Background: an optimization exercise with open tools, aiming at small area, a short achievable clock period and few clock cycles per item. Do not read the settings as production practice.
At most, simulation tests tie the RTL to the original design; equivalence was not proved.

==> run Y: inputs <==
## cordic_vec_top
module cordic_vec_top (
    input  logic clk,
    input  logic rst_n,
    input  logic in_valid,
    output logic in_ready,
    input  logic signed [15:0] x_start,
    input  logic signed [15:0] y_start,
    output logic out_valid,
    input  logic out_ready,
    output logic signed [15:0] mag,
    output logic signed [31:0] theta
);
clock: 9.0 ns
lec_check: 0
abc_clock_period_in_ps: 2000
cap_margin: 20
core_margin: 2
core_utilization: 40
cts_cluster_diameter: 90
cts_cluster_size: 25
setup_slack_margin: 5
slew_margin: 20
standard.sh (not shown) runs the stock make flow with config.mk's settings and CLKGATE_MAP_FILE= SYNTH_SCRIPT=/design/flow/synth_recipe.tcl, a recipe that flattens the netlist after the stock synthesis.
==> flow/flow/run.sh <==
#!/bin/bash
# Own flow: the standard synthesis and layout (standard.sh), but with the
# post-synthesis / post-CTS / post-route repair_timing aiming at a larger
# setup margin (the clock period and all constraints stay the design's).
set -euo pipefail
MARGIN=$(cat flow/margin.txt)
bash standard.sh synth > synth.log 2>&1
# same make command as standard.sh, with SETUP_SLACK_MARGIN raised
CMD=$(grep '^make ' standard.sh | sed -e 's/"\${@:-finish}"//' -e "s/SETUP_SLACK_MARGIN=[^ ]*//")
eval "$CMD SETUP_SLACK_MARGIN=$MARGIN finish" > layout.log 2>&1
RES=$(ls -d orfs/results/*/cordic_vec_top/base)
: # left out here: write the final layout as DEF
==> flow/flow/margin.txt <==
5.9
==> run E: changes against run Y <==
==> flow/flow/margin.txt (replaced) <==
6.0
==> comparison table <==
| quantity | run E | run Y |
|---|---|---|
| Status | complete, no violations | complete, no violations |
| Cell Count, Final, Fillers Out | 5032 | 4980 |
| Routed WL | 81.91 mm | 77.48 mm |
| Fin crit share | 34.27% | 35.31% |
| Worst hold margin | 0.3978 ns | 0.3753 ns |
| Routed length on met3 | 2.119 mm | 2.199 mm |
| Normalized max-slew margin | 32.23% | 29.80% |
| Hold Path Sink | s8_d[0] | s10_d[3] |
| Clock tree cell share of total cell area | 2.652% | 2.776% |
| Critical setup path kind | reg2out | reg2reg |
| CP Data Arrival Time | 1.28 ns | 3.57 ns |
| Crit path from | rdy_q | s1_y[15] |
| Routed length on met1 | 35.37 mm | 33.52 mm |
| Clk latency of the worst-skew pair | 0.66 ns | 0.67 ns |
| Met2 wire length | 42.16 mm | 39.29 mm |
| Worst endpoint required time | 7.20 ns | 9.39 ns |
| Post-layout minimum cycle time | 3.084 ns | 3.178 ns |
| Kind of end point of the critical path | primary output | flip-flop |
| Post-cts sizing count | 328 | 240 |
| Terminus of the critical flop-to-flop path | s14_y[4] | s2_y[15] |
No run of this note included a check of the RTL's function; only the layout flow was run.

========
==> try-delta: inputs <==
Another version of the RTL of cordic_vec_top (not shown whole).
==> flow/design.v (excerpt) <==
module cordic_vec_top (
    input  logic clk,
    input  logic rst_n,
    input  logic in_valid,
    output logic in_ready,
    input  logic signed [15:0] x_start,
    input  logic signed [15:0] y_start,
    output logic out_valid,
    input  logic out_ready,
    output logic signed [15:0] mag,
    output logic signed [31:0] theta
);
clock: 9.0 ns
lec_check: 0
abc_clock_period_in_ps: 2000
cap_margin: 20
core_margin: 2
core_utilization: 40
cts_cluster_diameter: 80
cts_cluster_size: 20
setup_slack_margin: 5
slew_margin: 20
==> flow/flow/margin.txt <==
5.8
Scripts as last shown in full above: flow/flow/run.sh
==> try-pepper (differences from try-delta) <==
--- a/flow/design.v
+++ b/flow/design.v
@@ -7,22 +7,22 @@
     input  logic signed [15:0] y_start,
     output logic out_valid,
     input  logic out_ready,
     output logic signed [15:0] mag,
     output logic signed [31:0] theta
 );
-    logic k_v, o_v, adv;
-    assign adv = ~k_v;
-    assign in_ready = adv;
-    logic o_en;
-    assign o_en = ~o_v | out_ready;
+    logic i_v, o_v, adv;
+    assign adv = ~o_v | out_ready;
+    assign in_ready = ~i_v;
+    logic [15:0] i_x, i_y;
+    always_ff @(posedge clk) if (~i_v) begin i_x <= x_start; i_y <= y_start; end
     logic [15:0] s0_x, s0_y;
     logic s0_v;
     logic [15:0] e_x, e_y;
-    assign e_x = x_start;
-    assign e_y = y_start;
+    assign e_x = i_v ? i_x : x_start;
+    assign e_y = i_v ? i_y : y_start;
     logic e_xn, e_yn, e_xz, e_yz, e_sf;
     assign e_xn = e_x[15]; assign e_yn = e_y[15];
     assign e_xz = (e_x == 16'd0); assign e_yz = (e_y == 16'd0);
     assign e_sf = (~e_xn & ~e_xz & ~e_yn) | (e_xn & (e_yn | e_yz));
     logic s0_cyn, s0_cxn, s0_d0;
     logic [1:0] s0_q;
@@ -3851,17 +3851,17 @@
             s10_v <= 1'b0;
             s11_v <= 1'b0;
             s12_v <= 1'b0;
             s13_v <= 1'b0;
             s14_v <= 1'b0;
             s15_v <= 1'b0;
-            k_v <= 1'b0;
+            i_v <= 1'b0;
             o_v <= 1'b0;
         end else begin
             if (adv) begin
-                s0_v <= in_valid;
+                s0_v <= i_v | in_valid;
                 s1_v <= s0_v;
                 s2_v <= s1_v;
                 s3_v <= s2_v;
                 s4_v <= s3_v;
                 s5_v <= s4_v;
                 s6_v <= s5_v;
@@ -3871,22 +3871,18 @@
                 s10_v <= s9_v;
                 s11_v <= s10_v;
                 s12_v <= s11_v;
                 s13_v <= s12_v;
                 s14_v <= s13_v;
                 s15_v <= s14_v;
+                o_v <= s15_v;
             end
-            k_v <= ~o_en & (k_v | s15_v);
-            if (o_en) o_v <= k_v | s15_v;
+            i_v <= ~adv & (i_v | in_valid);
         end
     end
-    logic [15:0] k_mag, o_mag;
-    logic [31:0] k_theta, o_theta;
-    always_ff @(posedge clk) if (adv) begin k_mag <= f_mag; k_theta <= f_theta; end
-    always_ff @(posedge clk) if (o_en) begin
-        o_mag <= k_v ? k_mag : f_mag;
-        o_theta <= k_v ? k_theta : f_theta;
-    end
+    logic [15:0] o_mag;
+    logic [31:0] o_theta;
+    always_ff @(posedge clk) if (adv) begin o_mag <= f_mag; o_theta <= f_theta; end
     assign out_valid = o_v;
     assign mag = o_mag;
     assign theta = o_theta;
 endmodule
==> flow/flow/margin.txt (replaced) <==
6.4
==> try-xenon (differences from try-delta) <==
--- a/flow/design.v
+++ b/flow/design.v
@@ -7,22 +7,22 @@
     input  logic signed [15:0] y_start,
     output logic out_valid,
     input  logic out_ready,
     output logic signed [15:0] mag,
     output logic signed [31:0] theta
 );
-    logic k_v, o_v, adv;
-    assign adv = ~k_v;
-    assign in_ready = adv;
-    logic o_en;
-    assign o_en = ~o_v | out_ready;
+    logic i_v, o_v, adv;
+    assign adv = ~o_v | out_ready;
+    assign in_ready = ~i_v;
+    logic [15:0] i_x, i_y;
+    always_ff @(posedge clk) if (~i_v) begin i_x <= x_start; i_y <= y_start; end
     logic [15:0] s0_x, s0_y;
     logic s0_v;
     logic [15:0] e_x, e_y;
-    assign e_x = x_start;
-    assign e_y = y_start;
+    assign e_x = i_v ? i_x : x_start;
+    assign e_y = i_v ? i_y : y_start;
     logic e_xn, e_yn, e_xz, e_yz, e_sf;
     assign e_xn = e_x[15]; assign e_yn = e_y[15];
     assign e_xz = (e_x == 16'd0); assign e_yz = (e_y == 16'd0);
     assign e_sf = (~e_xn & ~e_xz & ~e_yn) | (e_xn & (e_yn | e_yz));
     logic s0_cyn, s0_cxn, s0_d0;
     logic [1:0] s0_q;
@@ -3851,17 +3851,17 @@
             s10_v <= 1'b0;
             s11_v <= 1'b0;
             s12_v <= 1'b0;
             s13_v <= 1'b0;
             s14_v <= 1'b0;
             s15_v <= 1'b0;
-            k_v <= 1'b0;
+            i_v <= 1'b0;
             o_v <= 1'b0;
         end else begin
             if (adv) begin
-                s0_v <= in_valid;
+                s0_v <= i_v | in_valid;
                 s1_v <= s0_v;
                 s2_v <= s1_v;
                 s3_v <= s2_v;
                 s4_v <= s3_v;
                 s5_v <= s4_v;
                 s6_v <= s5_v;
@@ -3871,22 +3871,18 @@
                 s10_v <= s9_v;
                 s11_v <= s10_v;
                 s12_v <= s11_v;
                 s13_v <= s12_v;
                 s14_v <= s13_v;
                 s15_v <= s14_v;
+                o_v <= s15_v;
             end
-            k_v <= ~o_en & (k_v | s15_v);
-            if (o_en) o_v <= k_v | s15_v;
+            i_v <= ~adv & (i_v | in_valid);
         end
     end
-    logic [15:0] k_mag, o_mag;
-    logic [31:0] k_theta, o_theta;
-    always_ff @(posedge clk) if (adv) begin k_mag <= f_mag; k_theta <= f_theta; end
-    always_ff @(posedge clk) if (o_en) begin
-        o_mag <= k_v ? k_mag : f_mag;
-        o_theta <= k_v ? k_theta : f_theta;
-    end
+    logic [15:0] o_mag;
+    logic [31:0] o_theta;
+    always_ff @(posedge clk) if (adv) begin o_mag <= f_mag; o_theta <= f_theta; end
     assign out_valid = o_v;
     assign mag = o_mag;
     assign theta = o_theta;
 endmodule
==> flow/config.mk (replaced) <==
export PLATFORM = sky130hd
export DESIGN_NAME = cordic_vec_top
export DESIGN_NICKNAME = cordic_vec_top
export VERILOG_FILES = /design/flow/design.v
export SDC_FILE = /design/flow/constraint.sdc
export NUM_CORES = 4
export LEC_CHECK = 0
export ABC_CLOCK_PERIOD_IN_PS = 3000
export CAP_MARGIN = 20
export CORE_MARGIN = 2
export CORE_UTILIZATION = 40
export CTS_CLUSTER_DIAMETER = 80
export CTS_CLUSTER_SIZE = 20
export SETUP_SLACK_MARGIN = 5
export SLEW_MARGIN = 20
==> try-cedar (differences from try-delta) <==
--- a/flow/design.v
+++ b/flow/design.v
@@ -7,22 +7,22 @@
     input  logic signed [15:0] y_start,
     output logic out_valid,
     input  logic out_ready,
     output logic signed [15:0] mag,
     output logic signed [31:0] theta
 );
-    logic k_v, o_v, adv;
-    assign adv = ~k_v;
-    assign in_ready = adv;
-    logic o_en;
-    assign o_en = ~o_v | out_ready;
+    logic i_v, o_v, adv;
+    assign adv = ~o_v | out_ready;
+    assign in_ready = ~i_v;
+    logic [15:0] i_x, i_y;
+    always_ff @(posedge clk) if (~i_v) begin i_x <= x_start; i_y <= y_start; end
     logic [15:0] s0_x, s0_y;
     logic s0_v;
     logic [15:0] e_x, e_y;
-    assign e_x = x_start;
-    assign e_y = y_start;
+    assign e_x = i_v ? i_x : x_start;
+    assign e_y = i_v ? i_y : y_start;
     logic e_xn, e_yn, e_xz, e_yz, e_sf;
     assign e_xn = e_x[15]; assign e_yn = e_y[15];
     assign e_xz = (e_x == 16'd0); assign e_yz = (e_y == 16'd0);
     assign e_sf = (~e_xn & ~e_xz & ~e_yn) | (e_xn & (e_yn | e_yz));
     logic s0_cyn, s0_cxn, s0_d0;
     logic [1:0] s0_q;
@@ -3851,17 +3851,17 @@
             s10_v <= 1'b0;
             s11_v <= 1'b0;
             s12_v <= 1'b0;
             s13_v <= 1'b0;
             s14_v <= 1'b0;
             s15_v <= 1'b0;
-            k_v <= 1'b0;
+            i_v <= 1'b0;
             o_v <= 1'b0;
         end else begin
             if (adv) begin
-                s0_v <= in_valid;
+                s0_v <= i_v | in_valid;
                 s1_v <= s0_v;
                 s2_v <= s1_v;
                 s3_v <= s2_v;
                 s4_v <= s3_v;
                 s5_v <= s4_v;
                 s6_v <= s5_v;
@@ -3871,22 +3871,18 @@
                 s10_v <= s9_v;
                 s11_v <= s10_v;
                 s12_v <= s11_v;
                 s13_v <= s12_v;
                 s14_v <= s13_v;
                 s15_v <= s14_v;
+                o_v <= s15_v;
             end
-            k_v <= ~o_en & (k_v | s15_v);
-            if (o_en) o_v <= k_v | s15_v;
+            i_v <= ~adv & (i_v | in_valid);
         end
     end
-    logic [15:0] k_mag, o_mag;
-    logic [31:0] k_theta, o_theta;
-    always_ff @(posedge clk) if (adv) begin k_mag <= f_mag; k_theta <= f_theta; end
-    always_ff @(posedge clk) if (o_en) begin
-        o_mag <= k_v ? k_mag : f_mag;
-        o_theta <= k_v ? k_theta : f_theta;
-    end
+    logic [15:0] o_mag;
+    logic [31:0] o_theta;
+    always_ff @(posedge clk) if (adv) begin o_mag <= f_mag; o_theta <= f_theta; end
     assign out_valid = o_v;
     assign mag = o_mag;
     assign theta = o_theta;
 endmodule
==> flow/flow/margin.txt (replaced) <==
6
==> flow/config.mk (replaced) <==
export PLATFORM = sky130hd
export DESIGN_NAME = cordic_vec_top
export DESIGN_NICKNAME = cordic_vec_top
export VERILOG_FILES = /design/flow/design.v
export SDC_FILE = /design/flow/constraint.sdc
export NUM_CORES = 4
export LEC_CHECK = 0
export ABC_CLOCK_PERIOD_IN_PS = 2000
export CAP_MARGIN = 20
export CORE_MARGIN = 2
export CORE_UTILIZATION = 60
export PLACE_DENSITY = 0.75
export SETUP_SLACK_MARGIN = 5
export SLEW_MARGIN = 20
==> comparison table <==
Arrival time of the worst setup path: try-delta 3.88 ns; try-xenon 3.52 ns; try-pepper 3.53 ns; try-cedar 3.51 ns
Hold path start: try-delta s6_d[1]$_DFFE_PN_; try-xenon s7_d[4]$_DFFE_PP_; try-pepper s3_q[1]$_DFFE_PP_; try-cedar s6_d[3]$_DFFE_PP_
Largest register FFs: try-delta -; try-xenon 31; try-pepper 31; try-cedar 31
Signed area change from the synthesized netlist to the final layout: try-delta 13.0%; try-xenon 12.3%; try-pepper 26.3%; try-cedar 17.6%
Worst clock skew: try-delta 0.0433 ns; try-xenon 0.0398 ns; try-pepper 0.0321 ns; try-cedar 0.0200 ns
# diodes: try-delta 0; try-xenon 0; try-pepper 1; try-cedar 0
Achievable clock frequency: try-delta 288 MHz; try-xenon 307 MHz; try-pepper 318 MHz; try-cedar 317 MHz
Maximum number of pins on one net before global-route repair: try-delta 97; try-xenon 122; try-pepper 93; try-cedar 98
Area share of and/or/nand/nor cells after synthesis: try-delta 0.0735; try-xenon 0.0672; try-pepper 0.0672; try-cedar 0.0672
Final estimated routing congestion in global placement: try-delta 0.877; try-xenon 0.862; try-pepper 0.843; try-cedar 0.881
GR Util met2: try-delta 0.276; try-xenon 0.269; try-pepper 0.288; try-cedar 0.436
Clock Sink Count: try-delta 752; try-xenon 735; try-pepper 735; try-cedar 735
Syn avg cell area: try-delta 12.8 um^2; try-xenon 12.9 um^2; try-pepper 12.9 um^2; try-cedar 12.9 um^2
Tightest slew margin relative to the limit: try-delta 0.364; try-xenon 0.450; try-pepper 0.447; try-cedar 0.477
Non-Clock Buffer Count: try-delta 219; try-xenon 194; try-pepper 476; try-cedar 298
Result of the run: try-delta timing/DRC/antenna clean; try-xenon timing/DRC/antenna clean; try-pepper timing/DRC/antenna clean; try-cedar timing/DRC/antenna clean
Register clock-pin slew on the reported worst setup and hold paths: try-delta 0.09 ns; try-xenon 0.08 ns; try-pepper 0.08 ns; try-cedar 0.06 ns
Die Y: try-delta 336 um; try-xenon 334 um; try-pepper 334 um; try-cedar 274 um
Delay contributed by the slowest stage of the critical path: try-delta 0.39 ns; try-xenon 0.58 ns; try-pepper 0.47 ns; try-cedar 0.45 ns
Number of antenna violations at the first check in global routing: try-delta 0; try-xenon 0; try-pepper 1; try-cedar 0
Share of flip-flops with an asynchronous set or reset after synthesis: try-delta 0.0239; try-xenon 0.0245; try-pepper 0.0245; try-cedar 0.0245
Final Instance Area: try-delta 0.0497 mm^2; try-xenon 0.0490 mm^2; try-pepper 0.0551 mm^2; try-cedar 0.0513 mm^2
Testbench counts of try-pepper, summed over its fixed seeds: cycles 16,136, items 16,000.
Testbench counts of try-xenon, summed over its fixed seeds: cycles 16,136, items 16,000.
Testbench counts of try-cedar, summed over its fixed seeds: cycles 16,136, items 16,000.
The RTL of try-delta was laid out without a check of its function.

-- re-timing with driven ports --
How much do the figures lean on ideal ports? The routed layouts below were timed once more, with nothing changed but the port constraints. Step 1: set_driving_cell puts a clkbuf_16 on clk and a buf_2 on each other input, an assumption about the parent block. Step 2 times the ports against the registers' clock, not the clock port: input delays grow and output delays shrink by t, the midpoint of the rising clock arrivals with the driver on. Three values: no drivers, after step 1, after step 2; two values: the first two.
| run | t (ns) | setup slack, ns | latest minus earliest clock arrival (ns) | worst register clock-pin slew, ns | pins driven straight from the clock port |
|---|---|---|---|---|---|
| run Y | 0.702 | 5.822 / 5.822 / 5.590 | 0.064 / 0.064 | 0.10 / 0.10 | 1 |
| run E | 0.699 | 5.916 / 5.851 / 5.612 | 0.049 / 0.049 | 0.10 / 0.10 | 1 |
| try-delta | 0.711 | 5.532 / 5.532 / 5.404 | 0.059 / 0.059 | 0.09 / 0.09 | 1 |
| try-pepper | 0.711 | 5.855 / 5.794 / 5.600 | 0.033 / 0.032 | 0.09 / 0.09 | 1 |
| try-xenon | 0.700 | 5.743 / 5.698 / 5.088 | 0.039 / 0.040 | 0.09 / 0.09 | 1 |
| try-cedar | 0.678 | 5.841 / 5.828 / 5.360 | 0.024 / 0.024 | 0.07 / 0.07 | 1 |
After both steps setup and hold are still met in every run listed. The setup slack of try-xenon, which loses most, moves by -0.045 ns with the drivers and by -0.655 ns with both steps.
